Context: an optimization exercise on an open-source flow, tuned for small area, a short achievable clock period and few clock cycles per item. The choices shown serve that exercise and are no tape-out recipe.
Where RTL was checked, it was by simulation tests only, not by an equivalence proof against the original.
Only the layout flow was run in runs 1 to 3; the RTL was not checked for function there.

==> flow/design.v <==
module friet_permutation_round (a, b, c, rc, new_a, new_b, new_c);
input [127:0] a;
input [127:0] b;
input [127:0] c;
input [4:0] rc;
output [127:0] new_a;
output [127:0] new_b;
output [127:0] new_c;
wire [127:0] cc;
wire [127:0] fm;
wire [127:0] t;
assign cc[0]  = c[0]  ^ (rc[0] & (~rc[4]));
assign cc[4]  = c[4]  ^ (rc[1] & (~rc[4]));
assign cc[8]  = c[8]  ^ (rc[2] & (~rc[4]));
assign cc[12] = c[12] ^ (rc[3] & (~rc[4]));
assign cc[16] = c[16] ^ (rc[0] & rc[4]);
assign cc[20] = c[20] ^ (rc[1] & rc[4]);
assign cc[24] = c[24] ^ (rc[2] & rc[4]);
assign cc[28] = c[28] ^ (rc[3] & rc[4]);
assign cc[3:1]    = c[3:1];
assign cc[7:5]    = c[7:5];
assign cc[11:9]   = c[11:9];
assign cc[15:13]  = c[15:13];
assign cc[19:17]  = c[19:17];
assign cc[23:21]  = c[23:21];
assign cc[27:25]  = c[27:25];
assign cc[127:29] = c[127:29];
assign fm = {a[46:0], a[127:47]} ^ {cc[47:0], cc[127:48]};
assign t = a ^ b ^ cc;
assign new_c = fm ^ a;
assign new_b = fm ^ {a[126:0], a[127]} ^ b;
assign new_a = ({new_c[60:0], new_c[127:61]} & {new_b[91:0], new_b[127:92]}) ^ t;
endmodule
module friet_permutation_rc(rc, new_rc);
input [4:0] rc;
output [4:0] new_rc;
assign new_rc[0] = rc[0] ^ rc[3];
assign new_rc[1] = rc[0];
assign new_rc[2] = rc[1];
assign new_rc[3] = rc[2];
assign new_rc[4] = ~rc[4];
endmodule
module friet_ae_32_bits(clk, arstn, din, din_valid, din_ready, dout, dout_valid, dout_ready);
input clk;
input arstn;
input [31:0] din;
input din_valid;
output din_ready;
output [31:0] dout;
output dout_valid;
input dout_ready;
parameter ROUNDS = 1;
localparam [4:0] RC_START = 5'b01111;
localparam [4:0] RC_LAST = (ROUNDS == 1)  ? 5'b11001 :
                           (ROUNDS == 2)  ? 5'b01100 :
                           (ROUNDS == 3)  ? 5'b10110 : 5'b01011;
localparam [4:0] RC_PEN  = (ROUNDS == 1)  ? 5'b01100 :
                           (ROUNDS == 2)  ? 5'b01011 :
                           (ROUNDS == 3)  ? 5'b01010 : 5'b01110;
reg [31:0] din_q;
reg vld_q;
reg din_ready_q;
reg [2:0] room;
wire take = din_valid & din_ready_q;
always @(posedge clk) begin
    din_q <= din;
end
wire [1:0] inc;
wire data_grant;
wire [2:0] data_amt;
wire [2:0] room_inc = room + {1'b0, inc};
always @(posedge clk or negedge arstn) begin
    if (arstn == 1'b0) begin
        vld_q <= 1'b0;
        room <= 3'd2;
        din_ready_q <= 1'b1;
    end else begin
        vld_q <= take;
        if (data_grant == 1'b1) begin
            room <= data_amt;
        end else if (take == 1'b1) begin
            room <= room_inc - 3'd1;
        end else begin
            room <= room_inc;
        end
        din_ready_q <= data_grant | (inc != 2'b00) | (take ? (room[2:1] != 2'b00) : din_ready_q);
    end
end
assign din_ready = din_ready_q;
reg p_cmd, p_size, p_data, p_orw;
reg o_abs, o_enc, o_dec, o_gtag, o_vtag;
reg busy;
reg clr;
reg pad0_pend;
reg pad0_abs;       
reg granted;
reg dec16_pend;
reg gblk_done;      
reg gtag_done;
reg orw_done;
reg zero_done;
reg noop_done;
reg [31:0] ctr;
reg gt16;           
reg [1:0] widx;
reg [4:0] rc;
reg [383:0] state;
reg [31:0] acc;
reg [31:0] reg_dout;
reg reg_dout_valid;
wire o_data = o_abs | o_enc | o_dec | o_vtag;
wire o_dup = o_abs | o_enc | o_dec;
wire [3:0] ctr_low_m1 = ctr[3:0] - 4'd1;
wire [1:0] nm1 = gt16 ? 2'd3 : ctr_low_m1[3:2];
reg [3:0] lastpos;
reg [3:1] pmask;
reg r_nz;           
reg [2:0] blk_n;
reg flags_ok;
reg size_step_d;
reg size_step_dd;
always @(posedge clk) begin
    lastpos <= {nm1 == 2'd3, nm1 == 2'd2, nm1 == 2'd1, nm1 == 2'd0};
    pmask[1] <= (ctr[1:0] != 2'b01);
    pmask[2] <= (ctr[1:0] == 2'b11);
    pmask[3] <= 1'b0;
    r_nz <= ~gt16 & (ctr[1:0] != 2'b00);
    blk_n <= {1'b0, nm1} + 3'd1;
    size_step_d <= size_step;
    size_step_dd <= size_step_d;
    flags_ok <= ~size_step & ~size_step_d & ~size_step_dd;
end
wire final_blk = ~gt16;
reg [3:0] widx_1h;
reg lw_q;
reg part_q;
reg [3:1] bm_q;
reg [15:0] we_q;
reg [11:0] ip_q;
reg [3:0] np_q;
wire adv;
wire [3:0] widx_1h_n = size_step ? 4'b0001 :
                       adv ? (lw_q ? 4'b0001 : {widx_1h[2:0], 1'b0}) : widx_1h;
wire lw_n = |(widx_1h_n & lastpos);
wire part_n = lw_n & r_nz;
wire fe_n = final_blk & lw_n & ~r_nz;
wire [3:1] bm_n = {~part_n, ~part_n | pmask[2], ~part_n | pmask[1]};
wire [3:1] pb_n = {part_n & pmask[2], part_n & pmask[1] & ~pmask[2], part_n & ~pmask[1]};
integer jj, kk;
always @(posedge clk) begin
    widx_1h <= widx_1h_n;
    lw_q <= lw_n;
    part_q <= part_n;
    bm_q <= bm_n;
    for (jj = 0; jj < 4; jj = jj + 1) begin
        we_q[4*jj] <= widx_1h_n[jj] & o_dup;
        for (kk = 1; kk < 4; kk = kk + 1) begin
            we_q[4*jj+kk] <= widx_1h_n[jj] & o_dup & bm_n[kk];
            ip_q[3*jj+kk-1] <= widx_1h_n[jj] & o_dup & pb_n[kk];
        end
        np_q[jj] <= widx_1h_n[jj] & o_dup & (fe_n | (gt16 & (jj == 3)));
    end
end
wire last_w = lw_q;
wire op_last_w = final_blk & lw_q;
wire [31:0] mask = {{8{bm_q[3]}}, {8{bm_q[2]}}, {8{bm_q[1]}}, 8'hff};
wire s_idle = ~busy & ~clr & ~pad0_pend;
wire dstep = vld_q & p_data;
wire emit_ok = p_data & o_gtag & s_idle & ~gblk_done & flags_ok;
wire emit = emit_ok & dout_ready;
assign adv = dstep | emit;
reg [31:0] wsel;
always @(*) begin
    case (widx)
        2'd0 : wsel = state[31:0];
        2'd1 : wsel = state[63:32];
        2'd2 : wsel = state[95:64];
        default : wsel = state[127:96];
    endcase
end
wire npad0 = final_blk ? o_abs : ~o_abs;
wire spad_en = gblk_done | (dstep & o_vtag & last_w);
wire zpad_en = pad0_pend & ~busy & ~clr;
reg [159:0] rate_x;
integer j, k;
always @(*) begin
    rate_x = 160'd0;
    for (j = 0; j < 4; j = j + 1) begin
        for (k = 0; k < 4; k = k + 1) begin
            rate_x[32*j+8*k +: 8] = {8{dstep & we_q[4*j+k]}} &
                (o_dec ? (din_q[8*k +: 8] ^ state[32*j+8*k +: 8]) : din_q[8*k +: 8]);
        end
        for (k = 1; k < 4; k = k + 1) begin
            rate_x[32*j+8*k]     = rate_x[32*j+8*k]     ^ (dstep & ip_q[3*j+k-1] & o_abs);
            rate_x[32*j+8*k + 1] = rate_x[32*j+8*k + 1] ^ (dstep & ip_q[3*j+k-1]);
        end
    end
    for (j = 0; j < 4; j = j + 1) begin
        rate_x[32*(j+1)]     = rate_x[32*(j+1)]     ^ (dstep & np_q[j] & npad0);
        rate_x[32*(j+1) + 1] = rate_x[32*(j+1) + 1] ^ (dstep & np_q[j]);
    end
    rate_x[0] = rate_x[0] ^ (zpad_en & pad0_abs);
    rate_x[1] = rate_x[1] ^ zpad_en ^ spad_en;
end
wire start_perm = (dstep & last_w) | gblk_done | zpad_en;
wire [127:0] ra [0:ROUNDS];
wire [127:0] rb [0:ROUNDS];
wire [127:0] rcc [0:ROUNDS];
wire [4:0] rrc [0:ROUNDS];
assign ra[0] = state[127:0];
assign rb[0] = state[255:128];
assign rcc[0] = state[383:256];
assign rrc[0] = rc;
genvar g;
generate
    for (g = 0; g < ROUNDS; g = g + 1) begin : rounds
        friet_permutation_round round_g(
            .a(ra[g]), .b(rb[g]), .c(rcc[g]), .rc(rrc[g]),
            .new_a(ra[g+1]), .new_b(rb[g+1]), .new_c(rcc[g+1]));
        friet_permutation_rc rc_g(.rc(rrc[g]), .new_rc(rrc[g+1]));
    end
endgenerate
wire [383:0] state_round = {rcc[ROUNDS], rb[ROUNDS], ra[ROUNDS]};
wire [4:0] rc_next = rrc[ROUNDS];
always @(posedge clk) begin
    if (clr == 1'b1) begin
        state <= 384'd0;
    end else if (busy == 1'b1) begin
        state <= state_round;
    end else begin
        state[159:0] <= state[159:0] ^ rate_x;
    end
end
always @(posedge clk) begin
    if (busy == 1'b0) begin
        rc <= RC_START;
    end else begin
        rc <= rc_next;
    end
end
wire cmd_step = vld_q & p_cmd;
wire [7:0] cmd = din_q[7:0];
wire cmd_clear = cmd_step & (cmd == 8'h00);
wire cmd_op = (cmd >= 8'h01) & (cmd <= 8'h05);
wire size_step = vld_q & p_size;
wire size_zero = (din_q == 32'd0);
always @(posedge clk or negedge arstn) begin
    if (arstn == 1'b0) begin
        busy <= 1'b0;
    end else if (cmd_clear == 1'b1) begin
        busy <= 1'b0;
    end else if (start_perm == 1'b1) begin
        busy <= 1'b1;
    end else if (busy == 1'b1 && rc == RC_LAST) begin
        busy <= 1'b0;
    end
end
always @(posedge clk or negedge arstn) begin
    if (arstn == 1'b0) begin
        clr <= 1'b1;
    end else begin
        clr <= cmd_clear;
    end
end
always @(posedge clk or negedge arstn) begin
    if (arstn == 1'b0) begin
        pad0_pend <= 1'b0;
    end else if (cmd_clear == 1'b1) begin
        pad0_pend <= 1'b0;
    end else if (size_step == 1'b1 && size_zero == 1'b1 && o_dup == 1'b1) begin
        pad0_pend <= 1'b1;
    end else if (zpad_en == 1'b1) begin
        pad0_pend <= 1'b0;
    end
end
always @(posedge clk) begin
    if (size_step == 1'b1 && size_zero == 1'b1 && o_dup == 1'b1) begin
        pad0_abs <= o_abs;
    end
end
wire blk_end = (dstep | emit) & last_w;
wire op_end = (dstep | emit) & op_last_w;
always @(posedge clk or negedge arstn) begin
    if (arstn == 1'b0) begin
        p_cmd <= 1'b1;
        p_size <= 1'b0;
        p_data <= 1'b0;
        p_orw <= 1'b0;
    end else begin
        p_cmd <= (p_cmd & ~(vld_q & cmd_op)) | (size_step & size_zero) | (op_end & ~o_vtag) | (p_orw & dout_ready);
        p_size <= (p_size & ~vld_q) | (cmd_step & cmd_op);
        p_data <= (p_data & ~op_end) | (size_step & ~size_zero);
        p_orw <= (p_orw & ~dout_ready) | (op_end & o_vtag);
    end
end
always @(posedge clk) begin
    if (cmd_step == 1'b1) begin
        o_abs <= (cmd[2:0] == 3'd1);
        o_enc <= (cmd[2:0] == 3'd2);
        o_dec <= (cmd[2:0] == 3'd3);
        o_gtag <= (cmd[2:0] == 3'd4);
        o_vtag <= (cmd[2:0] == 3'd5);
    end
end
reg borrow_q;
always @(posedge clk) begin
    if (size_step == 1'b1) begin
        ctr <= din_q;
    end else begin
        if (dec16_pend == 1'b1) begin
            ctr[17:4] <= ctr[17:4] - 14'd1;
        end
        if (borrow_q == 1'b1) begin
            ctr[31:18] <= ctr[31:18] - 14'd1;
        end
    end
    borrow_q <= dec16_pend & (ctr[17:4] == 14'd0);
    gt16 <= (ctr[31:5] != 27'd0) | (ctr[4] & (ctr[3:0] != 4'd0));
end
always @(posedge clk or negedge arstn) begin
    if (arstn == 1'b0) begin
        dec16_pend <= 1'b0;
        gblk_done <= 1'b0;
    end else begin
        dec16_pend <= blk_end & ~final_blk;
        gblk_done <= emit & last_w;
    end
end
always @(posedge clk) begin
    if (size_step == 1'b1) begin
        widx <= 2'd0;
    end else if (adv == 1'b1) begin
        widx <= last_w ? 2'd0 : widx + 2'd1;
    end
end
wire s_ready_soon = ~clr & ~pad0_pend & (~busy | rc == RC_PEN | rc == RC_LAST);
assign data_grant = p_data & o_data & ~granted & s_ready_soon & flags_ok;
always @(posedge clk) begin
    if (size_step == 1'b1) begin
        granted <= 1'b0;
    end else if (dstep == 1'b1 && last_w == 1'b1) begin
        granted <= 1'b0;
    end else if (data_grant == 1'b1) begin
        granted <= 1'b1;
    end
end
always @(posedge clk or negedge arstn) begin
    if (arstn == 1'b0) begin
        gtag_done <= 1'b0;
        orw_done <= 1'b0;
        zero_done <= 1'b0;
        noop_done <= 1'b0;
    end else begin
        gtag_done <= emit & op_last_w;
        orw_done <= p_orw & dout_ready;
        zero_done <= size_step & size_zero;
        noop_done <= cmd_step & ~cmd_op;
    end
end
assign data_amt = blk_n + {final_blk & ~o_vtag, 1'b0};
assign inc = {zero_done | gtag_done | orw_done, noop_done};
wire [31:0] w_m = (o_vtag | o_gtag) ? (wsel & mask) : wsel;
wire [31:0] w_x = o_gtag ? w_m : (din_q ^ w_m);
wire [31:0] out_word = (o_enc | o_dec) ? (w_x & mask) : w_x;
always @(posedge clk) begin
    if (size_step == 1'b1) begin
        acc <= 32'd0;
    end else if (dstep == 1'b1 && o_vtag == 1'b1) begin
        acc <= acc | w_x;
    end
end
always @(posedge clk) begin
    if (p_orw == 1'b1) begin
        reg_dout <= acc;
    end else begin
        reg_dout <= out_word;
    end
end
always @(posedge clk or negedge arstn) begin
    if (arstn == 1'b0) begin
        reg_dout_valid <= 1'b0;
    end else begin
        reg_dout_valid <= (dstep & ~o_abs) | emit | (p_orw & dout_ready);
    end
end
assign dout = reg_dout;
assign dout_valid = reg_dout_valid;
endmodule
==> flow/run.sh <==
#!/bin/bash
# synth_recipe.tcl (not shown) runs the flow's synth.tcl, then flattens the netlist and writes it again
# the make line also repeats each setting of config.mk as NAME=value (left out here)
make -C /OpenROAD-flow-scripts/flow DESIGN_CONFIG=/design/flow/config.mk WORK_HOME=/design/flow/orfs CLKGATE_MAP_FILE= SYNTH_SCRIPT=/design/flow/synth_recipe.tcl finish
==> flow/config.mk <==
export PLATFORM = sky130hd
export DESIGN_NAME = friet_ae_32_bits
export DESIGN_NICKNAME = friet_ae_32_bits
export VERILOG_FILES = /design/flow/design.v
export SDC_FILE = /design/flow/constraint.sdc
export NUM_CORES = 4
export LEC_CHECK = 0
export ABC_AREA = 1
export CAP_MARGIN = 20
export CORE_MARGIN = 2
export CORE_UTILIZATION = 40
export SETUP_SLACK_MARGIN = 2.5
export SLEW_MARGIN = 20
==> flow/constraint.sdc <==
create_clock -name core_clock -period 5.0 [get_ports {clk}]
set_input_delay 1.0000 -clock core_clock [delete_from_list [all_inputs] [get_ports {clk}]]
set_output_delay 1.0000 -clock core_clock [all_outputs]
set_load 0.01 [all_outputs]
==> results.rst, run 1 <==
.. list-table::
   :header-rows: 1

   * - Metric
     - Value
   * - Result of the run
     - complete, no violations
   * - Share of post-route cells with drive strength above 1
     - 4.89%
   * - Total vias in the final route
     - 30,300
   * - Syn Std Cell Area
     - 33,800 µm²
   * - Min-delay src
     - size_step_d$_DFF_P_
   * - Post-detailed-route wirelength per cell
     - 24.5 µm
   * - Wire length of the first global-routing pass
     - 190 mm
   * - Worst-Skew Late Latency
     - 0.64 ns
   * - Setup violation total in the final timing report
     - 0
   * - Skew final
     - 0.0318 ns
   * - Critical Path Sink Type
     - flop
   * - Std cell rows
     - 106
   * - CTS tree
     - done
   * - Critical Setup Path Class
     - flop to flop
   * - Final hold violations
     - 0
   * - GRT Residual Overflow
     - 0
   * - Die area
     - 86,700 µm²
   * - Final GP Congestion
     - 1.01
   * - Max Cap Violations
     - 0
   * - Largest delay contributor family on the critical path
     - compound AO/OA/AOI/OAI gates
   * - Die span in y
     - 295 µm
   * - Post-route non-filler standard cell count
     - 5,394
   * - Final worst-path cycle share
     - 51.0%
   * - Mapped Cells
     - 4,369
   * - FF+latch count, synth
     - 599
   * - Sum of buffers and inverters on the critical path
     - 4
   * - Critical path launch point type
     - flop
   * - Antenna violations before repair
     - 3
   * - Number of buffers created by CTS
     - 67
   * - Via density per instance
     - 5.62
   * - Count of buffers from port buffering
     - 69
   * - Origin of the critical flop-to-flop path
     - busy$_DFFE_PN0P_
   * - Unrepaired setup endpoints after global routing
     - true
   * - Most frequent cell on the critical path
     - sky130_fd_sc_hd__nand2_1
   * - Crit. Startpoint
     - busy$_DFFE_PN0P_
   * - Number of distinct library cells after synthesis
     - 53
   * - Clock Path Buffers
     - 3
   * - Layout-stage area growth over the synthesis result
     - 10.4%
   * - Most instantiated flip-flop cell in the synthesis netlist
     - sky130_fd_sc_hd__dfxtp_1
   * - I/O pin cnt
     - 70
   * - Pre-antenna DRT Iters
     - 8
   * - Synthesized area per cell
     - 7.73 µm²
   * - Via count of the first global-routing pass
     - 27,700
   * - Placeable core area
     - 83,600 µm²
   * - Slew at the pin with the worst max-slew slack
     - 1.10 ns
   * - Clock transition at the register clock pins on the worst setup and hold paths after CTS
     - 0.06 ns
   * - Cell types with the largest area share after synthesis
     - sky130_fd_sc_hd__dfxtp_1, sky130_fd_sc_hd__xnor2_1, sky130_fd_sc_hd__xor2_1, sky130_fd_sc_hd__o21ai_0, sky130_fd_sc_hd__nand2_1
   * - Iteration-0 DRC count of the detailed router
     - 3,904
   * - Critical Path Fanout Max
     - 34
   * - Endpoint arrival time on the critical path
     - 3.05 ns
   * - Count of antenna-violating nets left after detailed routing
     - 0
   * - Top-count cell post-synth
     - sky130_fd_sc_hd__nand2_1
   * - Yosys warns
     - 1
   * - Sink Count
     - 599
   * - Die outline width
     - 295 µm
   * - Total nets after synthesis
     - 4,419
   * - Fraction of the yosys area taken by sequential cells
     - 36.9%
   * - GRT Overall Usage
     - 30.0%
   * - Final net count
     - 4,312
   * - Largest net degree at the start of global routing
     - 126
   * - Period minus WS final
     - 2.55 ns
   * - Critical Path Max Stage Delay
     - 0.78 ns
   * - Top cell types by occurrence after synthesis
     - sky130_fd_sc_hd__nand2_1, sky130_fd_sc_hd__dfxtp_1, sky130_fd_sc_hd__o21ai_0, sky130_fd_sc_hd__xnor2_1, sky130_fd_sc_hd__inv_1
   * - Fill cell count
     - 8,390
   * - Relative slew slack
     - 27.0%
   * - Library cell contributing the largest single delay on the critical path
     - sky130_fd_sc_hd__a21oi_1
   * - Share of synthesized registers carrying an async set or reset
     - 3.17%
   * - DRC violation count after routing
     - 0
   * - Starting utilization of the core area
     - 40.4%
   * - Total Negative Setup Slacks
     - 0 ns
   * - Final number of max-transition violations
     - 0
   * - Total instance count after detailed placement
     - 5,271
   * - CP Cell Sequence
     - inv_2, buf_6, a21oi_1, o31ai_1, buf_4, nand2_1, inv_1, nand2_1, o21ai_0
   * - Number of synthesized flops with an enable pin
     - 38
   * - Maximum level of the CTS H-tree
     - 3
   * - Total half-perimeter wirelength after legalization and detailed placement
     - 98.2 mm
   * - CP required
     - 5.50 ns
   * - Post-synth top area share
     - 32.1%
   * - Total routed wirelength
     - 132 mm
   * - CTS Root Cell
     - sky130_fd_sc_hd__clkbuf_16
   * - Fmax achieved
     - 0.392 GHz
   * - Worst hold path type
     - flop to flop
   * - Cell type contributing the most total cell area after synthesis
     - sky130_fd_sc_hd__dfxtp_1
## placed cells by master (no fill, tap or decap), types with 50 or more instances in the layout
master / count
sky130_fd_sc_hd__clkbuf_16: 70
sky130_fd_sc_hd__dfxtp_1: 541
sky130_fd_sc_hd__a21oi_1: 303
sky130_fd_sc_hd__nand3_1: 93
sky130_fd_sc_hd__xnor2_1: 499
sky130_fd_sc_hd__xor2_1: 393
sky130_fd_sc_hd__nor2_1: 200
sky130_fd_sc_hd__nand3b_1: 50
sky130_fd_sc_hd__inv_1: 440
sky130_fd_sc_hd__o21ai_0: 519
sky130_fd_sc_hd__nor3_1: 59
sky130_fd_sc_hd__nand2_1: 630
## sequential cells by signal (all words and copies together) (netlist names), 5 cells and up
| name | count |
|---|---|
| acc | 32 |
| we_q | 16 |
| state | 384 |
| ip_q | 12 |
| reg_dout | 32 |
| rc | 5 |
| din_q | 32 |
| ctr | 32 |
## layout make-up
type / instances / area [µm²] / share of cell area (%)
multi-input cells: 3040 / 18500 / 49.7
flip-flops and latches: 599 / 12500 / 33.5
clock buffers: 95 / 1960 / 5.25
inverters: 454 / 1730 / 4.65
well taps: 1080 / 1350 / 3.63
repair buffers: 100 / 975 / 2.61
clock inverters: 25 / 265 / 0.712
diodes: 1 / 2.50 / 0.00671
## cells by family after synthesis
family	synth area share, %
AND/OR/NAND/NOR	14.1
buffers and inverters	8.53
AO/OA/AOI/OAI	16.7
flip-flops	36.9
XOR/XNOR	23.2
adder cells (fa/ha/maj)	0.541
## repair_timing
item | in CTS | in global routing
setup buffers | 1 | 0
endpoints found under the setup margin | 259 | 76
hold buffers | 0 | 0
gates cloned | 0 | 1
resized for setup | 36 | 24
hold endpoints to repair | 0 | 0
pin swaps | 0 | 2
## metrics by stage
stage / worst slack (ns) / area [µm²] / hold WS (ns) / utilization [%]
after floorplan: 2.86 / 33800 / 0.331 / -
after global placement: 2.12 / 34900 / 0.339 / 41.8
after detailed placement: 2.10 / 34900 / 0.343 / 41.8
after CTS: 2.50 / 37200 / 0.356 / 44.5
after global routing: 2.46 / 37300 / 0.368 / 44.6
final: 2.45 / 37300 / 0.357 / 44.6
## layer usage
metal	vias to the layer above	GRT usage, %	routed length [µm]
li1	13900	-	-
met5	-	0	0
met1	14500	41.7	55600
met4	0	15.0	7580
met3	356	5.16	13100
met2	1667	44.6	55900
## worst paths after layout
check	to	slack, ns	depth (start not counted)
min	size_step_dd$_DFF_P_	0.36	0
min reg2reg	size_step_dd$_DFF_P_	0.36	0
max in group asynchronous	busy$_DFFE_PN0P_	3.37	1
min in group asynchronous	dec16_pend$_DFF_PN0_	0.90	1
max	room[0]$_DFF_PN0_	2.45	9
max reg2reg	room[0]$_DFF_PN0_	2.45	9
==> run 2, diff against run 1 <==
--- a/flow/config.mk
+++ b/flow/config.mk
@@ -9,5 +9,5 @@
 export CAP_MARGIN = 20
 export CORE_MARGIN = 2
 export CORE_UTILIZATION = 40
-export SETUP_SLACK_MARGIN = 2.5
+export SETUP_SLACK_MARGIN = 2.7
 export SLEW_MARGIN = 20
==> run 2 against run 1 <==
Via count increased by 0.44%. Final cell count increased by 0.17%. Worst hold slack about the same. Register-to-register slack improved by 0.17 ns. First-iteration DRC count decreased by 1.1%. Sequential cell count unchanged. Critical path depth decreased by 3. Largest cell class unchanged.
==> results.rst, run 2 <==
.. list-table::
   :header-rows: 1

   * - Metric
     - Value
   * - Unrepaired setup endpoints after global routing
     - true
   * - Antenna violations before repair
     - 2 (-1)
   * - Largest net degree at the start of global routing
     - 126 (unchanged)
   * - GRT Overall Usage
     - 30.0% (about the same)
   * - Via density per instance
     - 5.64 (+0.27%)
   * - Cell type contributing the most total cell area after synthesis
     - sky130_fd_sc_hd__dfxtp_1
   * - Final hold violations
     - 0 (unchanged)
   * - Via count of the first global-routing pass
     - 27,800 (+0.065%)
   * - Pre-antenna DRT Iters
     - 6 (-2)
   * - FF+latch count, synth
     - 599 (unchanged)
   * - CP required
     - 5.54 ns (+0.04 ns)
   * - Slew at the pin with the worst max-slew slack
     - 0.991 ns (-0.105 ns)
   * - Register with the most flip-flops
     - state
   * - Cell types with the largest area share after synthesis
     - sky130_fd_sc_hd__dfxtp_1, sky130_fd_sc_hd__xnor2_1, sky130_fd_sc_hd__xor2_1, sky130_fd_sc_hd__o21ai_0, sky130_fd_sc_hd__nand2_1
   * - Skew final
     - 0.0331 ns (+0.00136 ns)
   * - Flip-flop count of the largest register after layout
     - 384 (unchanged)
   * - Top cell types by occurrence after synthesis
     - sky130_fd_sc_hd__nand2_1, sky130_fd_sc_hd__dfxtp_1, sky130_fd_sc_hd__o21ai_0, sky130_fd_sc_hd__xnor2_1, sky130_fd_sc_hd__inv_1
   * - Total vias in the final route
     - 30,500 (+0.44%)
   * - Number of synthesized flops with an enable pin
     - 38 (unchanged)
   * - Final number of max-transition violations
     - 0 (unchanged)
   * - Most frequent cells in the layout
     - sky130_fd_sc_hd__nand2_1, sky130_fd_sc_hd__dfxtp_1, sky130_fd_sc_hd__o21ai_0
   * - Clock Path Buffers
     - 3 (unchanged)
   * - Final GP Congestion
     - 1.01 (unchanged)
   * - Total Negative Setup Slacks
     - 0 ns (unchanged)
   * - Post-detailed-route wirelength per cell
     - 24.5 µm (+0.12%)
   * - Sink Count
     - 599 (unchanged)
   * - Critical Path Fanout Max
     - 100 (+190%)
   * - Yosys warns
     - 1 (unchanged)
   * - Number of buffers created by CTS
     - 67 (unchanged)
   * - Period minus WS final
     - 2.38 ns (-0.169 ns)
   * - Maximum level of the CTS H-tree
     - 3 (unchanged)
   * - Setup violation total in the final timing report
     - 0 (unchanged)
   * - Worst-Skew Late Latency
     - 0.64 ns (about the same)
   * - Fraction of the yosys area taken by sequential cells
     - 36.9% (unchanged)
   * - Placeable core area
     - 83,600 µm² (unchanged)
   * - Count of antenna-violating nets left after detailed routing
     - 0 (unchanged)
   * - Fmax achieved
     - 0.420 GHz (+7.1%)
   * - Met1 routed wirelength after detailed routing
     - 55.9 mm (+0.50%)
   * - Result of the run
     - complete, no violations
   * - Largest delay contributor family on the critical path
     - buffers and inverters
   * - Top-count cell post-synth
     - sky130_fd_sc_hd__nand2_1
   * - DRC violation count after routing
     - 0 (unchanged)
   * - Layout-stage area growth over the synthesis result
     - 11.4%
   * - Critical Setup Path Class
     - flop to flop
   * - Dpl ws
     - 2.10 ns (unchanged)
   * - Die span in y
     - 295 µm (unchanged)
   * - Count of buffers from port buffering
     - 69 (unchanged)
   * - Library cell contributing the largest single delay on the critical path
     - sky130_fd_sc_hd__buf_16
   * - CTS tree
     - done
   * - Commonest non-fill, non-tap cell in the layout
     - sky130_fd_sc_hd__nand2_1
   * - Smallest setup slack after layout
     - 2.62 ns (+0.169 ns)
   * - Top routing layer used
     - met4
   * - Number of distinct library cells after synthesis
     - 53 (unchanged)
   * - Critical Path Sink Type
     - flop
   * - Max Cap Violations
     - 0 (unchanged)
   * - Wire length of the first global-routing pass
     - 191 mm (about the same)
   * - CTS Root Cell
     - sky130_fd_sc_hd__clkbuf_16
   * - Share of post-route cells with drive strength above 1
     - 5.99% (+1.1 points)
   * - Iteration-0 DRC count of the detailed router
     - 3,862 (-1.1%)
   * - Sum of buffers and inverters on the critical path
     - 3 (-1)
   * - Share of synthesized registers carrying an async set or reset
     - 3.17% (unchanged)
   * - Total nets after synthesis
     - 4,419 (unchanged)
   * - I/O pin cnt
     - 70 (unchanged)
   * - Mapped Cells
     - 4,369 (unchanged)
   * - Endpoint arrival time on the critical path
     - 2.91 ns (-0.14 ns)
   * - Clock transition at the register clock pins on the worst setup and hold paths after CTS
     - 0.06 ns (about the same)
   * - Synthesized area per cell
     - 7.73 µm² (unchanged)
   * - Total routed wirelength
     - 133 mm (+0.29%)
   * - Post-synth top area share
     - 32.1% (unchanged)
   * - Relative slew slack
     - 33.7% (+6.8 points)
   * - Starting utilization of the core area
     - 40.4% (unchanged)
   * - Total half-perimeter wirelength after legalization and detailed placement
     - 98.2 mm (unchanged)
   * - Critical Path Max Stage Delay
     - 0.47 ns (-0.31 ns)
   * - Final net count
     - 4,321 (+0.21%)
   * - Std cell rows
     - 106 (unchanged)
   * - Detailed route wirelength on metal3
     - 13.0 mm (-0.81%)
   * - CP Cell Sequence
     - inv_2, buf_6, nor2_4, buf_16, nand3b_1, o21ai_0
   * - GRT Residual Overflow
     - 0 (unchanged)
   * - Final worst-path cycle share
     - 47.6% (-3.4 points)
   * - Worst hold path type
     - flop to flop
   * - Die area
     - 86,700 µm² (unchanged)
   * - Critical path launch point type
     - flop
   * - Die outline width
     - 295 µm (unchanged)
   * - Most instantiated flip-flop cell in the synthesis netlist
     - sky130_fd_sc_hd__dfxtp_1
   * - Syn Std Cell Area
     - 33,800 µm² (unchanged)
   * - Met2 wirelength from detailed routing
     - 56.5 mm (+0.95%)
==> run 2: cell counts after synthesis <==
Identical to the previous run, type by type.
==> run 2: area by class of cell <==
| cell class | count | area [µm²] |
|---|---|---|
| Fill cell | 8350 | 45900 |
| Tap cell | 1080 | 1350 |
| Inverter | 454 | 1770 |
| Clock buffer | 95 | 1960 |
| Timing Repair Buffer | 109 | 1090 |
| Multi-Input combinational cell | 3040 | 18700 |
| Clock inverter | 25 | 265 |
| Sequential cell | 599 | 12500 |
| Antenna cell | 1 | 2.50 |
==> run 2: path summary, 6_finish.rpt <==
| check | to | from | slack (ns) | cells past startpoint |
|---|---|---|---|---|
| worst max-delay path | state[66]$_SDFF_PP0_ | busy$_DFFE_PN0P_ | 2.62 | 6 |
| worst min-delay path | size_step_dd$_DFF_P_ | size_step_d$_DFF_P_ | 0.36 | 0 |
| worst max register to register | state[66]$_SDFF_PP0_ | busy$_DFFE_PN0P_ | 2.62 | 6 |
| worst min register to register | size_step_dd$_DFF_P_ | size_step_d$_DFF_P_ | 0.36 | 0 |
| max in group asynchronous | busy$_DFFE_PN0P_ | arstn | 3.35 | 1 |
| min in group asynchronous | dec16_pend$_DFF_PN0_ | arstn | 0.91 | 1 |
==> run 2: per-stage QoR <==
step	instance area (µm²)	cells	util, %	hold slack (ns)
5_1_grt	37600	5402	45.0	0.368
4_1_cts	37300	5395	44.6	0.356
2_1_floorplan	33800	4369	-	0.331
3_3_place_gp	34900	5271	41.8	0.339
3_5_place_dp	34900	5271	41.8	0.343
6_report	37600	5403	45.0	0.357
==> run 2: cell families (layout without fill, tap and decap cells) <==
logic type,Yosys count,after routing,synth area share [%]
flops,599,599,36.9
xor+xnor,895,895,23.2
other cells,0,1,0
simple gates,1102,1103,14.1
fa+ha+maj,14,14,0.541
buf+inv,731,683,8.53
compound gates,1028,1028,16.7
==> run 2: per-layer routing <==
layer / up-vias / track usage [%]
met5: - / 0
met4: 0 / 15.0
met3: 326 / 4.95
met2: 1650 / 44.6
met1: 14600 / 41.8
li1: 13900 / -
==> run 2: timing repair <==
item / CTS / global route
endpoints found under the setup margin: 372 / 162
setup buffers: 4 / 6
hold buffers: 0 / 0
pin swaps: 3 / 4
gates cloned: 0 / 1
resized for setup: 87 / 53
==> run 3, diff against run 2 <==
--- a/flow/config.mk
+++ b/flow/config.mk
@@ -9,5 +9,5 @@
 export CAP_MARGIN = 20
 export CORE_MARGIN = 2
 export CORE_UTILIZATION = 40
-export SETUP_SLACK_MARGIN = 2.7
+export SETUP_SLACK_MARGIN = 2.9
 export SLEW_MARGIN = 20
==> run 3 against run 2 <==
Register-to-register slack better by 0.21 ns. Final cell count is 0.85% higher. Global-route usage is 1.0 points higher. Via count is 2.2% higher. Worst hold slack worse by 0.0035 ns. Maximum frequency is 5.0% higher. Critical path depth is 5 lower. Worst setup slack better by 0.11 ns.
==> results.rst, run 3 <==
.. list-table::
   :header-rows: 1

   * - Metric
     - Value
   * - Final number of max-transition violations
     - 0 (unchanged)
   * - Fraction of the yosys area taken by sequential cells
     - 36.9% (unchanged)
   * - Most instantiated flip-flop cell in the synthesis netlist
     - sky130_fd_sc_hd__dfxtp_1
   * - Count of antenna-violating nets left after detailed routing
     - 0 (unchanged)
   * - Met1 Track Usage GR
     - 42.4% (+0.68 points)
   * - Cell types with the largest area share after synthesis
     - sky130_fd_sc_hd__dfxtp_1, sky130_fd_sc_hd__xnor2_1, sky130_fd_sc_hd__xor2_1, sky130_fd_sc_hd__o21ai_0, sky130_fd_sc_hd__nand2_1
   * - Placeable core area
     - 83,600 µm² (unchanged)
   * - Crit. Startpoint
     - din_ready_q$_DFF_PN1_
   * - Cell type contributing the most total cell area after synthesis
     - sky130_fd_sc_hd__dfxtp_1
   * - Critical register-to-register path endpoint
     - state[112]$_SDFF_PP0_
   * - Total vias in the final route
     - 31,100 (+2.2%)
   * - Pre-antenna DRT Iters
     - 5 (-1)
   * - Worst hold path type
     - flop to flop
   * - Worst setup path endpoint
     - din_ready
   * - Number of buffers created by CTS
     - 66 (-1.5%)
   * - Register with the most flip-flops
     - state
   * - Die outline width
     - 295 µm (unchanged)
   * - Via count of the first global-routing pass
     - 27,800 (+0.12%)
   * - Mapped Cells
     - 4,369 (unchanged)
   * - CTS tree
     - done
   * - Hold WS
     - 0.353 ns (-0.00354 ns)
   * - Number of distinct library cells after synthesis
     - 53 (unchanged)
   * - CP required
     - 4.00 ns (-1.54 ns)
   * - Result of the run
     - complete, no violations
   * - Top cell types by occurrence after synthesis
     - sky130_fd_sc_hd__nand2_1, sky130_fd_sc_hd__dfxtp_1, sky130_fd_sc_hd__o21ai_0, sky130_fd_sc_hd__xnor2_1, sky130_fd_sc_hd__inv_1
   * - Critical Path Sink Type
     - output port
   * - Max Cap Violations
     - 0 (unchanged)
   * - Layout-stage area growth over the synthesis result
     - 14.2%
   * - Final GP Congestion
     - 0.990 (-1.8%)
   * - Iteration-0 DRC count of the detailed router
     - 4,177 (+8.2%)
   * - Commonest non-fill, non-tap cell in the layout
     - sky130_fd_sc_hd__nand2_1
   * - Die span in y
     - 295 µm (unchanged)
   * - Worst path depth
     - 1 (-5)
   * - I/O pin cnt
     - 70 (unchanged)
   * - Setup violation total in the final timing report
     - 0 (unchanged)
   * - Routing usage on met3
     - 6.56% (+1.6 points)
   * - Largest net degree at the start of global routing
     - 76 (-40%)
   * - Synthesized area per cell
     - 7.73 µm² (unchanged)
   * - Worst-Skew Late Latency
     - 0.64 ns (about the same)
   * - Largest delay contributor family on the critical path
     - flip-flops
   * - Total Negative Setup Slacks
     - 0 ns (unchanged)
   * - Global routing met2 resource utilization
     - 45.2% (+0.52 points)
   * - Setup slack, reg-to-reg
     - 2.83 ns (+0.21 ns)
   * - Number of synthesized flops with an enable pin
     - 38 (unchanged)
   * - Relative slew slack
     - 35.8% (+2.1 points)
   * - Via density per instance
     - 5.71 (+1.3%)
   * - GRT Residual Overflow
     - 0 (unchanged)
   * - DRC violation count after routing
     - 0 (unchanged)
   * - Count of buffers from port buffering
     - 69 (unchanged)
   * - Origin of the critical flop-to-flop path
     - vld_q$_DFF_PN0_
   * - Endpoint arrival time on the critical path
     - 1.27 ns (-1.64 ns)
   * - Wire length of the first global-routing pass
     - 195 mm (+2.2%)
   * - Slew at the pin with the worst max-slew slack
     - 0.962 ns (-0.0292 ns)
   * - Final worst-path cycle share
     - 45.3% (-2.3 points)
   * - Std cell rows
     - 106 (unchanged)
   * - Total half-perimeter wirelength after legalization and detailed placement
     - 99.4 mm (+1.2%)
   * - Die area
     - 86,700 µm² (unchanged)
   * - Critical Setup Path Class
     - flop to output port
   * - Share of synthesized registers carrying an async set or reset
     - 3.17% (unchanged)
   * - Unrepaired setup endpoints after global routing
     - true
   * - Yosys warns
     - 1 (unchanged)
   * - Utilization of the core after routing
     - 46.1% (+1.1 points)
   * - Fmax achieved
     - 0.441 GHz (+5.0%)
   * - Hold bufs inserted after CTS
     - 0 (unchanged)
   * - Share of post-route cells with drive strength above 1
     - 9.87% (+3.9 points)
   * - Library cell contributing the largest single delay on the critical path
     - sky130_fd_sc_hd__dfstp_2
   * - Top-count cell post-synth
     - sky130_fd_sc_hd__nand2_1
   * - Total nets after synthesis
     - 4,419 (unchanged)
   * - Grt peak-use layer
     - met2
   * - FF+latch count, synth
     - 599 (unchanged)
   * - Number of cell instances on the worst register-to-register path
     - 7 (+1)
   * - Post-detailed-route wirelength per cell
     - 25.5 µm (+3.7%)
   * - Final net count
     - 4,366 (+1.0%)
   * - Maximum level of the CTS H-tree
     - 3 (unchanged)
   * - Clock transition at the register clock pins on the worst setup and hold paths after CTS
     - 0.06 ns (about the same)
   * - Antenna violations before repair
     - 4 (+2)
   * - Critical path launch point type
     - flop
   * - GRT Overall Usage
     - 31.0% (+1.0 points)
   * - Critical Path Max Stage Delay
     - 0.54 ns (+0.07 ns)
   * - Critical Path Fanout Max
     - 2 (-98%)
   * - CP Cell Sequence
     - buf_6
   * - Clock Path Buffers
     - 3 (unchanged)
   * - Sum of buffers and inverters on the critical path
     - 1 (-2)
   * - Post-synth top area share
     - 32.1% (unchanged)
   * - Skew final
     - 0.0265 ns (-0.00658 ns)
   * - Sink Count
     - 599 (unchanged)
   * - CTS Root Cell
     - sky130_fd_sc_hd__clkbuf_16
   * - Total routed wirelength
     - 139 mm (+4.6%)
   * - Starting utilization of the core area
     - 40.4% (unchanged)
   * - Flip-flop count of the largest register after layout
     - 384 (unchanged)
   * - Syn Std Cell Area
     - 33,800 µm² (unchanged)
   * - Period minus WS final
     - 2.27 ns (-0.113 ns)
   * - Final hold violations
     - 0 (unchanged)
   * - Most frequent cells in the layout
     - sky130_fd_sc_hd__nand2_1, sky130_fd_sc_hd__o21ai_0, sky130_fd_sc_hd__dfxtp_1
   * - Fill cell count
     - 8,231 (-1.4%)
## run 3: worst min path at each step
stage | start | to | cells past startpoint
floorplan | size_step_d$_DFF_P_ | size_step_dd$_DFF_P_ | 0
finish | size_step_d$_DFF_P_ | size_step_dd$_DFF_P_ | 0
global placement | size_step_d$_DFF_P_ | size_step_dd$_DFF_P_ | 0
CTS | size_step_d$_DFF_P_ | size_step_dd$_DFF_P_ | 0
global route | size_step_d$_DFF_P_ | size_step_dd$_DFF_P_ | 0
detailed placement | size_step_d$_DFF_P_ | size_step_dd$_DFF_P_ | 0
## run 3: final cells by class
| cell class | count | area (µm²) | share of cell area (%) |
|---|---|---|---|
| tap | 1080 | 1350 | 3.51 |
| antenna | 1 | 2.50 | 0.00649 |
| clock inverter | 26 | 317 | 0.821 |
| timing repair inverter | 2 | 17.5 | 0.0455 |
| timing repair buffer | 150 | 1510 | 3.93 |
| sequential | 599 | 12500 | 32.5 |
| clock buffer | 94 | 1940 | 5.04 |
| multi-input combinational | 3043 | 19000 | 49.4 |
| inverter | 454 | 1830 | 4.74 |
## run 3: timing repair
action                                  CTS  global route
pin swaps                                12            11
resized for setup                       275           125
cloned                                    7             3
endpoints found under the setup margin  522           221
setup buffers                            22            25
## run 3: through the flow
stage	setup WS [ns]	instances	area [µm²]
global placement	2.17	5271	34900
finish	2.73	5449	38500
CTS	2.69	5420	37800
floorplan	2.91	4369	33800
global route	2.70	5448	38500
detailed placement	2.10	5271	34900
## run 3: logic make-up (layout without fill, tap and decap cells)
logic type | after synthesis | in the layout | synth area share (%)
adder cells (fa/ha/maj) | 14 | 14 | 0.541
AND/OR/NAND/NOR | 1102 | 1106 | 14.1
flip-flops | 599 | 599 | 36.9
buffers and inverters | 731 | 726 | 8.53
other | 0 | 1 | 0
XOR/XNOR | 895 | 895 | 23.2
AO/OA/AOI/OAI | 1028 | 1028 | 16.7
## run 3: layer usage
metal  routed length, µm  vias to the layer above
li1                    -                    14000
met1               56600                    14800
met2               57600                     1897
met3               15300                      419
met4                9060                        8
met5                  60                        -
==> run 4, diff against run 3 <==
--- a/flow/design.v
+++ b/flow/design.v
@@ -62,11 +62,34 @@
 reg din_ready_q;
 reg [2:0] room;
 wire take = din_valid & din_ready_q;
+reg cq_noop;        
+reg cq_clear;       
+reg [4:0] cq_op;    
+reg sq_zero;        
+reg sq_gt16;        
+reg sq_rnz;         
+reg [3:0] sq_lastpos;
+reg [2:1] sq_pmask;
+reg [2:0] sq_blkn;
+wire [3:0] din_low_m1 = din[3:0] - 4'd1;
+wire din_gt16 = (din[31:5] != 27'd0) | (din[4] & (din[3:0] != 4'd0));
+wire [1:0] din_nm1 = din_gt16 ? 2'd3 : din_low_m1[3:2];
 always @(posedge clk) begin
     din_q <= din;
+    cq_noop <= ~((din[7:0] >= 8'h01) & (din[7:0] <= 8'h05));
+    cq_clear <= (din[7:0] == 8'h00);
+    cq_op <= {din[2:0] == 3'd5, din[2:0] == 3'd4, din[2:0] == 3'd3, din[2:0] == 3'd2, din[2:0] == 3'd1};
+    sq_zero <= (din == 32'd0);
+    sq_gt16 <= din_gt16;
+    sq_rnz <= ~din_gt16 & (din[1:0] != 2'b00);
+    sq_lastpos <= {din_nm1 == 2'd3, din_nm1 == 2'd2, din_nm1 == 2'd1, din_nm1 == 2'd0};
+    sq_pmask[1] <= (din[1:0] != 2'b01);
+    sq_pmask[2] <= (din[1:0] == 2'b11);
+    sq_blkn <= {1'b0, din_nm1} + 3'd1;
 end
 wire [1:0] inc;
 wire data_grant;
+wire size_grant;
 wire [2:0] data_amt;
 wire [2:0] room_inc = room + {1'b0, inc};
 always @(posedge clk or negedge arstn) begin
@@ -76,14 +99,14 @@
         din_ready_q <= 1'b1;
     end else begin
         vld_q <= take;
-        if (data_grant == 1'b1) begin
+        if (data_grant == 1'b1 || size_grant == 1'b1) begin
             room <= data_amt;
         end else if (take == 1'b1) begin
             room <= room_inc - 3'd1;
         end else begin
             room <= room_inc;
         end
-        din_ready_q <= data_grant | (inc != 2'b00) | (take ? (room[2:1] != 2'b00) : din_ready_q);
+        din_ready_q <= data_grant | size_grant | (inc != 2'b00) | (take ? (room[2:1] != 2'b00) : din_ready_q);
     end
 end
 assign din_ready = din_ready_q;
@@ -98,8 +121,6 @@
 reg gblk_done;      
 reg gtag_done;
 reg orw_done;
-reg zero_done;
-reg noop_done;
 reg [31:0] ctr;
 reg gt16;           
 reg [1:0] widx;
@@ -116,19 +137,22 @@
 reg [3:1] pmask;
 reg r_nz;           
 reg [2:0] blk_n;
-reg flags_ok;
 reg size_step_d;
-reg size_step_dd;
 always @(posedge clk) begin
-    lastpos <= {nm1 == 2'd3, nm1 == 2'd2, nm1 == 2'd1, nm1 == 2'd0};
-    pmask[1] <= (ctr[1:0] != 2'b01);
-    pmask[2] <= (ctr[1:0] == 2'b11);
+    if (size_step == 1'b1) begin
+        lastpos <= sq_lastpos;
+        pmask[2:1] <= sq_pmask;
+        r_nz <= sq_rnz;
+        blk_n <= sq_blkn;
+    end else begin
+        lastpos <= {nm1 == 2'd3, nm1 == 2'd2, nm1 == 2'd1, nm1 == 2'd0};
+        pmask[1] <= (ctr[1:0] != 2'b01);
+        pmask[2] <= (ctr[1:0] == 2'b11);
+        r_nz <= ~gt16 & (ctr[1:0] != 2'b00);
+        blk_n <= {1'b0, nm1} + 3'd1;
+    end
     pmask[3] <= 1'b0;
-    r_nz <= ~gt16 & (ctr[1:0] != 2'b00);
-    blk_n <= {1'b0, nm1} + 3'd1;
     size_step_d <= size_step;
-    size_step_dd <= size_step_d;
-    flags_ok <= ~size_step & ~size_step_d & ~size_step_dd;
 end
 wire final_blk = ~gt16;
 reg [3:0] widx_1h;
@@ -166,7 +190,7 @@
 wire [31:0] mask = {{8{bm_q[3]}}, {8{bm_q[2]}}, {8{bm_q[1]}}, 8'hff};
 wire s_idle = ~busy & ~clr & ~pad0_pend;
 wire dstep = vld_q & p_data;
-wire emit_ok = p_data & o_gtag & s_idle & ~gblk_done & flags_ok;
+wire emit_ok = p_data & o_gtag & s_idle & ~gblk_done & ~size_step_d;
 wire emit = emit_ok & dout_ready;
 assign adv = dstep | emit;
 reg [31:0] wsel;
@@ -240,10 +264,10 @@
 end
 wire cmd_step = vld_q & p_cmd;
 wire [7:0] cmd = din_q[7:0];
-wire cmd_clear = cmd_step & (cmd == 8'h00);
-wire cmd_op = (cmd >= 8'h01) & (cmd <= 8'h05);
+wire cmd_clear = cmd_step & cq_clear;
+wire cmd_op = ~cq_noop;
 wire size_step = vld_q & p_size;
-wire size_zero = (din_q == 32'd0);
+wire size_zero = sq_zero;
 always @(posedge clk or negedge arstn) begin
     if (arstn == 1'b0) begin
         busy <= 1'b0;
@@ -295,11 +319,11 @@
 end
 always @(posedge clk) begin
     if (cmd_step == 1'b1) begin
-        o_abs <= (cmd[2:0] == 3'd1);
-        o_enc <= (cmd[2:0] == 3'd2);
-        o_dec <= (cmd[2:0] == 3'd3);
-        o_gtag <= (cmd[2:0] == 3'd4);
-        o_vtag <= (cmd[2:0] == 3'd5);
+        o_abs <= cq_op[0];
+        o_enc <= cq_op[1];
+        o_dec <= cq_op[2];
+        o_gtag <= cq_op[3];
+        o_vtag <= cq_op[4];
     end
 end
 reg borrow_q;
@@ -315,7 +339,7 @@
         end
     end
     borrow_q <= dec16_pend & (ctr[17:4] == 14'd0);
-    gt16 <= (ctr[31:5] != 27'd0) | (ctr[4] & (ctr[3:0] != 4'd0));
+    gt16 <= size_step ? sq_gt16 : ((ctr[31:5] != 27'd0) | (ctr[4] & (ctr[3:0] != 4'd0)));
 end
 always @(posedge clk or negedge arstn) begin
     if (arstn == 1'b0) begin
@@ -334,10 +358,11 @@
     end
 end
 wire s_ready_soon = ~clr & ~pad0_pend & (~busy | rc == RC_PEN | rc == RC_LAST);
-assign data_grant = p_data & o_data & ~granted & s_ready_soon & flags_ok;
+assign data_grant = p_data & o_data & ~granted & s_ready_soon;
+assign size_grant = size_step & ~sq_zero & o_data & s_ready_soon;
 always @(posedge clk) begin
     if (size_step == 1'b1) begin
-        granted <= 1'b0;
+        granted <= size_grant;
     end else if (dstep == 1'b1 && last_w == 1'b1) begin
         granted <= 1'b0;
     end else if (data_grant == 1'b1) begin
@@ -348,17 +373,13 @@
     if (arstn == 1'b0) begin
         gtag_done <= 1'b0;
         orw_done <= 1'b0;
-        zero_done <= 1'b0;
-        noop_done <= 1'b0;
     end else begin
         gtag_done <= emit & op_last_w;
         orw_done <= p_orw & dout_ready;
-        zero_done <= size_step & size_zero;
-        noop_done <= cmd_step & ~cmd_op;
     end
 end
-assign data_amt = blk_n + {final_blk & ~o_vtag, 1'b0};
-assign inc = {zero_done | gtag_done | orw_done, noop_done};
+assign data_amt = size_step ? (sq_blkn + {~sq_gt16 & ~o_vtag, 1'b0}) : (blk_n + {final_blk & ~o_vtag, 1'b0});
+assign inc = {(size_step & sq_zero & ~o_dup) | zpad_en | gtag_done | orw_done, cmd_step & cq_noop};
 wire [31:0] w_m = (o_vtag | o_gtag) ? (wsel & mask) : wsel;
 wire [31:0] w_x = o_gtag ? w_m : (din_q ^ w_m);
 wire [31:0] out_word = (o_enc | o_dec) ? (w_x & mask) : w_x;
--- a/flow/config.mk
+++ b/flow/config.mk
@@ -9,5 +9,5 @@
 export CAP_MARGIN = 20
 export CORE_MARGIN = 2
 export CORE_UTILIZATION = 40
-export SETUP_SLACK_MARGIN = 2.9
+export SETUP_SLACK_MARGIN = 3.1
 export SLEW_MARGIN = 20
==> run 4 against run 3 <==
Highest routed layer unchanged. Synthesized area up 1.1%. Still clean. Clock-buffer cell count is 2 higher. Synthesized cell count grew 0.37%. Sequential cell count rose by 14. Critical endpoint unchanged.
==> results.rst, run 4 <==
.. list-table::
   :header-rows: 1

   * - Metric
     - Value
   * - Final GP Congestion
     - 0.994 (+0.33%)
   * - Count of buffers from port buffering
     - 69 (unchanged)
   * - Final hold violations
     - 0 (unchanged)
   * - Number of synthesized flops with an enable pin
     - 39 (+2.6%)
   * - Top cell types by occurrence after synthesis
     - sky130_fd_sc_hd__nand2_1, sky130_fd_sc_hd__dfxtp_1, sky130_fd_sc_hd__o21ai_0, sky130_fd_sc_hd__xnor2_1, sky130_fd_sc_hd__inv_1
   * - Mapped Cells
     - 4,385 (+0.37%)
   * - Critical Path Sink Type
     - output port
   * - Via density per instance
     - 5.80 (+1.6%)
   * - Final number of max-transition violations
     - 0 (unchanged)
   * - Final worst-path cycle share
     - 45.7% (+0.42 points)
   * - Largest net degree at the start of global routing
     - 73 (-3.9%)
   * - I/O pin cnt
     - 70 (unchanged)
   * - Top-count cell post-synth
     - sky130_fd_sc_hd__nand2_1
   * - Relative slew slack
     - 11.0% (-25 points)
   * - Most instantiated flip-flop cell in the synthesis netlist
     - sky130_fd_sc_hd__dfxtp_1
   * - Critical path launch point type
     - flop
   * - Total routed wirelength
     - 153 mm (+10%)
   * - Max Cap Violations
     - 0 (unchanged)
   * - Unrepaired setup endpoints after global routing
     - true
   * - Register with the most flip-flops
     - state
   * - Fraction of the yosys area taken by sequential cells
     - 37.4% (+0.42 points)
   * - Worst hold path type
     - flop to flop
   * - Yosys warns
     - 1 (unchanged)
   * - Placeable core area
     - 84,900 µm² (+1.6%)
   * - Share of synthesized registers carrying an async set or reset
     - 2.77% (-0.40 points)
   * - CP Cell Sequence
     - buf_6
   * - Largest delay contributor family on the critical path
     - flip-flops
   * - Die span in y
     - 296 µm (+0.54%)
   * - FF+latch count, synth
     - 613 (+2.3%)
   * - Total half-perimeter wirelength after legalization and detailed placement
     - 96.0 mm (-3.4%)
   * - CTS Root Cell
     - sky130_fd_sc_hd__clkbuf_16
   * - Commonest non-fill, non-tap cell in the layout
     - sky130_fd_sc_hd__nand2_1
   * - Pre-antenna DRT Iters
     - 6 (+1)
   * - DRC violation count after routing
     - 0 (unchanged)
   * - GRT Overall Usage
     - 31.9% (+0.87 points)
   * - Total vias in the final route
     - 33,300 (+6.9%)
   * - Sink Count
     - 613 (+2.3%)
   * - Wire length of the first global-routing pass
     - 202 mm (+3.6%)
   * - Starting utilization of the core area
     - 40.2% (-0.19 points)
   * - Synthesized area per cell
     - 7.78 µm² (+0.74%)
   * - Iteration-0 DRC count of the detailed router
     - 4,574 (+9.5%)
   * - Critical Setup Path Class
     - flop to output port
   * - Most frequent cells in the layout
     - sky130_fd_sc_hd__nand2_1, sky130_fd_sc_hd__dfxtp_1, sky130_fd_sc_hd__xnor2_1
   * - Sum of buffers and inverters on the critical path
     - 1 (unchanged)
   * - Die area
     - 87,700 µm² (+1.1%)
   * - Result of the run
     - complete, no violations
   * - CP required
     - 4.00 ns (about the same)
   * - Clock transition at the register clock pins on the worst setup and hold paths after CTS
     - 0.06 ns (about the same)
   * - Slew at the pin with the worst max-slew slack
     - 1.33 ns (+0.372 ns)
   * - Worst-Skew Late Latency
     - 0.66 ns (+0.02 ns)
   * - Antenna violations before repair
     - 6 (+2)
   * - Endpoint arrival time on the critical path
     - 1.29 ns (+0.02 ns)
   * - Count of antenna-violating nets left after detailed routing
     - 0 (unchanged)
   * - Post-synth top area share
     - 32.7% (+0.53 points)
   * - Syn Std Cell Area
     - 34,100 µm² (+1.1%)
   * - Dpl ws
     - 1.87 ns (-0.229 ns)
   * - Library cell contributing the largest single delay on the critical path
     - sky130_fd_sc_hd__dfstp_2
   * - Smallest setup slack after layout
     - 2.71 ns (-0.0211 ns)
   * - Hold bufs inserted after CTS
     - 0 (unchanged)
   * - Fmax achieved
     - 0.437 GHz (-0.92%)
   * - Via count of the first global-routing pass
     - 29,000 (+4.3%)
   * - Number of buffers created by CTS
     - 70 (+6.1%)
   * - Maximum level of the CTS H-tree
     - 3 (unchanged)
   * - Cell types with the largest area share after synthesis
     - sky130_fd_sc_hd__dfxtp_1, sky130_fd_sc_hd__xnor2_1, sky130_fd_sc_hd__xor2_1, sky130_fd_sc_hd__o21ai_0, sky130_fd_sc_hd__nand2_1
   * - Flip-flop count of the largest register after layout
     - 384 (unchanged)
   * - Skew final
     - 0.0220 ns (-0.00456 ns)
   * - Layout-stage area growth over the synthesis result
     - 31.6%
   * - Critical Path Fanout Max
     - 2 (unchanged)
   * - Period minus WS final
     - 2.29 ns (+0.0211 ns)
   * - Total Negative Setup Slacks
     - 0 ns (unchanged)
   * - Number of distinct library cells after synthesis
     - 50 (-5.7%)
   * - GRT Residual Overflow
     - 0 (unchanged)
   * - Final net count
     - 4,587 (+5.1%)
   * - Critical Path Max Stage Delay
     - 0.54 ns (about the same)
   * - Post-detailed-route wirelength per cell
     - 26.7 µm (+4.9%)
   * - Share of post-route cells with drive strength above 1
     - 22.7% (+13 points)
   * - Die outline width
     - 296 µm (+0.54%)
   * - CTS tree
     - done
   * - Total nets after synthesis
     - 4,441 (+0.50%)
   * - Cell type contributing the most total cell area after synthesis
     - sky130_fd_sc_hd__dfxtp_1
   * - Setup violation total in the final timing report
     - 0 (unchanged)
   * - Clock Path Buffers
     - 3 (unchanged)
   * - Std cell rows
     - 107 (+0.94%)
## run 4: cell types whose count changed after synthesis, sizes merged, moves of 15 or more
cell    previous run  this run
a21oi            303       340
a22o              36        65
buf              100        59
clkbuf           177       220
dfxtp            542       557
inv              451       419
o21ai            524       506
## run 4: area by class of cell
class | instances | area [µm²]
fillers | 7579 | 40000
multi-input cells | 3078 | 21900
flip-flops and latches | 613 | 12900
repair buffers | 343 | 4510
clock buffers | 96 | 2030
inverters | 420 | 1760
well taps | 1144 | 1430
clock inverters | 33 | 384
repair inverters | 5 | 51.3
diodes | 1 | 2.50
## run 4: metal layers
metal  wire, µm  part of all wire (%)  global-route usage [%]  vias to the layer above
met3      19600                    13                    6.81                      681
li1           -                     -                       -                    14500
met4      14300                   9.4                    21.5                        6
met5         41                 0.027                       0                        -
met2      62200                    41                    47.0                     2399
met1      57000                    37                    41.7                    15700
## run 4: worst paths after layout
check / from / end / slack, ns / depth (start not counted)
setup / recovery: din_ready_q$_DFF_PN1_ / din_ready / 2.71 / 1
hold / removal: cq_op[3]$_DFF_P_ / o_gtag$_DFFE_PP_ / 0.41 / 0
setup reg to reg: clr$_DFF_PN1_ / room[2]$_DFF_PN0_ / 2.77 / 9
hold reg to reg: cq_op[3]$_DFF_P_ / o_gtag$_DFFE_PP_ / 0.41 / 0
max in group asynchronous: arstn / busy$_DFFE_PN0P_ / 3.41 / 1
min in group asynchronous: arstn / reg_dout_valid$_DFF_PN0_ / 0.87 / 1
## run 4: logic make-up (layout without fill, tap and decap cells)
logic type               count (synthesis)  count (layout)  share of synthesized area [%]
AO/OA/AOI/OAI                         1031            1031                           16.6
XOR/XNOR                               902             902                           23.1
adder cells (fa/ha/maj)                 20              20                          0.755
buffers and inverters                  699             897                           7.92
flip-flops                             613             613                           37.4
multiplexers                             1               1                         0.0293
other                                    0               1                              0
AND/OR/NAND/NOR                       1119            1124                           14.1
## run 4: what timing repair did
item	4_1_cts	5_1_grt
endpoints found under the hold margin	0	0
setup endpoints to repair	587	327
resized for setup	630	635
cloned	23	23
setup buffers	122	86
pin swaps	98	248
## run 4: metrics by stage
step | hold slack [ns] | instances | cell area [µm²] | utilization [%]
6_report | 0.411 | 5733 | 44900 | 52.9
5_1_grt | 0.423 | 5732 | 44900 | 52.9
4_1_cts | 0.415 | 5623 | 41300 | 48.6
3_5_place_dp | 0.396 | 5349 | 35600 | 41.9
3_3_place_gp | 0.388 | 5348 | 35600 | 41.9
2_1_floorplan | 0.375 | 4385 | 34300 | -
Testbench counts of run 4, summed over its fixed seeds: cycles 192,210, bytes 106,199.
==> run 5, diff against run 4 <==
--- a/flow/config.mk
+++ b/flow/config.mk
@@ -9,5 +9,5 @@
 export CAP_MARGIN = 20
 export CORE_MARGIN = 2
 export CORE_UTILIZATION = 40
-export SETUP_SLACK_MARGIN = 3.1
+export SETUP_SLACK_MARGIN = 2.9
 export SLEW_MARGIN = 20
==> run 5 against run 4 <==
Synthesized cell count is the same. Die area is the same. First-iteration DRC count shrank 12%. Synthesized area is the same. Non-clock buffer count shrank 114. Final cell count shrank 2.1%. Critical path depth is the same. Clock-buffer cell count grew 13. Utilization shrank 5.2 points. Cell area shrank 9.8%.
==> results.rst, run 5 <==
.. list-table::
   :header-rows: 1

   * - Metric
     - Value
   * - Result of the run
     - complete, no violations
   * - Library cell contributing the largest single delay on the critical path
     - sky130_fd_sc_hd__dfstp_2
   * - Largest net degree at the start of global routing
     - 88 (+21%)
   * - Worst hold path type
     - flop to flop
   * - CP Cell Sequence
     - buf_6
   * - Placeable core area
     - 84,900 µm² (unchanged)
   * - Clock Path Buffers
     - 3 (unchanged)
   * - Yosys warns
     - 1 (unchanged)
   * - Cell types with the largest area share after synthesis
     - sky130_fd_sc_hd__dfxtp_1, sky130_fd_sc_hd__xnor2_1, sky130_fd_sc_hd__xor2_1, sky130_fd_sc_hd__o21ai_0, sky130_fd_sc_hd__nand2_1
   * - Area occupied by multi-input gates
     - 19,700 µm² (-10%)
   * - Total area of sequential cells
     - 12,800 µm² (-0.55%)
   * - Total nets after synthesis
     - 4,441 (unchanged)
   * - Crit. Startpoint
     - din_ready_q$_DFF_PN1_
   * - Starting utilization of the core area
     - 40.2% (unchanged)
   * - Critical register-to-register path endpoint
     - room[2]$_DFF_PN0_
   * - Critical Path Fanout Max
     - 2 (unchanged)
   * - Unrepaired setup endpoints after global routing
     - true
   * - Worst setup path endpoint
     - din_ready
   * - CP required
     - 4.00 ns (about the same)
   * - Die outline width
     - 296 µm (unchanged)
   * - Critical Path Sink Type
     - output port
   * - Fmax achieved
     - 0.443 GHz (+1.2%)
   * - Sink Count
     - 613 (unchanged)
   * - Period minus WS final
     - 2.26 ns (-0.0280 ns)
   * - Origin of the critical flop-to-flop path
     - clr$_DFF_PN1_
   * - Share of post-route cells with drive strength above 1
     - 12.0% (-11 points)
   * - Worst-Skew Late Latency
     - 0.64 ns (-0.02 ns)
   * - I/O pin cnt
     - 70 (unchanged)
   * - Ant diodes
     - 0 (-1)
   * - Max Cap Violations
     - 0 (unchanged)
   * - Total routed wirelength
     - 140 mm (-8.9%)
   * - CTS tree
     - done
   * - Via density per instance
     - 5.59 (-3.7%)
   * - Die area
     - 87,700 µm² (unchanged)
   * - Register with the most flip-flops
     - state
   * - Critical path launch point type
     - flop
   * - Smallest setup slack after layout
     - 2.74 ns (+0.0280 ns)
   * - Maximum level of the CTS H-tree
     - 3 (unchanged)
   * - Total Negative Setup Slacks
     - 0 ns (unchanged)
   * - Antenna violations before repair
     - 10 (+4)
   * - Final worst-path cycle share
     - 45.2% (-0.56 points)
   * - Sum of buffers and inverters on the critical path
     - 1 (unchanged)
   * - Std cell rows
     - 107 (unchanged)
   * - Final GP Congestion
     - 0.977 (-1.7%)
   * - Pre-antenna DRT Iters
     - 6 (unchanged)
   * - Total vias in the final route
     - 31,400 (-5.7%)
   * - Relative slew slack
     - 34.3% (+23 points)
   * - Total half-perimeter wirelength after legalization and detailed placement
     - 95.2 mm (-0.89%)
## run 5: cell counts after synthesis
No cell type changed its count.
## run 5: layout make-up
| class | instances | area share [%] |
|---|---|---|
| Timing Repair Buffer | 229 | 6.04 |
| Timing Repair inverter | 5 | 0.127 |
| Tap cell | 1144 | 3.53 |
| Clock buffer | 109 | 5.35 |
| Multi-Input combinational cell | 3075 | 48.6 |
| Sequential cell | 613 | 31.6 |
| Inverter | 420 | 4.27 |
| Clock inverter | 20 | 0.491 |
## run 5: logic make-up (layout without fill, tap and decap cells)
group	after synthesis	after routing	synth area share [%]
compound gates	1031	1031	16.6
simple gates	1119	1121	14.1
fa+ha+maj	20	20	0.755
flops	613	613	37.4
buf+inv	699	783	7.92
mux	1	1	0.0293
xor+xnor	902	902	23.1
## run 5: timing repair
| item | 4_1_cts | 5_1_grt |
|---|---|---|
| setup buffers | 51 | 64 |
| cloned | 10 | 10 |
| setup endpoints to repair | 578 | 205 |
| pin swaps | 26 | 41 |
| resized for setup | 316 | 162 |
## run 5: per-stage QoR
step           cells  util [%]  area, µm²
2_1_floorplan   4385         -      34200
3_3_place_gp    5350      41.8      35500
3_5_place_dp    5350      41.8      35500
4_1_cts         5540      46.1      39100
5_1_grt         5615      47.7      40500
6_report        5615      47.7      40500
## run 5: routing by layer
| layer | part of all wire (%) | GRT usage, % | wire [µm] | vias to the layer above |
|---|---|---|---|---|
| met5 | 0.027 | 0 | 38 | - |
| met4 | 7.8 | 20.0 | 10900 | 6 |
| met3 | 12 | 6.84 | 16400 | 454 |
| met2 | 41 | 44.2 | 56900 | 1862 |
| met1 | 40 | 40.5 | 55300 | 14800 |
| li1 | - | - | - | 14200 |
## run 5: worst min path at each step
stage,slack [ns],from,depth (start not counted),to
final,0.40,cq_op[2]$_DFF_P_,0,o_dec$_DFFE_PP_
after global routing,0.41,cq_op[4]$_DFF_P_,0,o_vtag$_DFFE_PP_
after CTS,0.40,cq_op[2]$_DFF_P_,0,o_dec$_DFFE_PP_
after detailed placement,0.39,cq_op[4]$_DFF_P_,0,o_vtag$_DFFE_PP_
after global placement,0.39,cq_op[2]$_DFF_P_,0,o_dec$_DFFE_PP_
after floorplan,0.37,cq_clear$_DFF_P_,2,clr$_DFF_PN1_

## separate check: timing with driven ports
How much do the figures lean on ideal ports? The routed layouts below were timed once more, with nothing changed but the port constraints.
Step 1 assumes that a clkbuf_16 drives the clock port and a buf_2 every other input.
Step 2, shift: input delay + t, output delay - t, t = (earliest + latest rising clock arrival at the registers) / 2. This alone moves slack from input paths to output paths.
a / b / c = no drivers / after step 1 / after step 2; a / b = the first two.
| run | t, ns | setup WS [ns] | worst data-port slew with drivers (ns) |
|---|---|---|---|
| run 1 | 0.692 | 2.452 / 2.452 / 2.062 | 0.07 |
| run 2 | 0.688 | 2.621 / 2.621 / 2.133 | 0.07 |
| run 3 | 0.688 | 2.734 / 2.671 / 2.423 | 0.06 |
| run 4 | 0.718 | 2.713 / 2.643 / 2.307 | 0.05 |
| run 5 | 0.695 | 2.741 / 2.672 / 2.272 | 0.04 |
After both steps setup and hold are still met in every run listed. For run 2, which loses most, drivers alone change the setup slack by 0.000 ns; drivers and shift together by -0.488 ns.
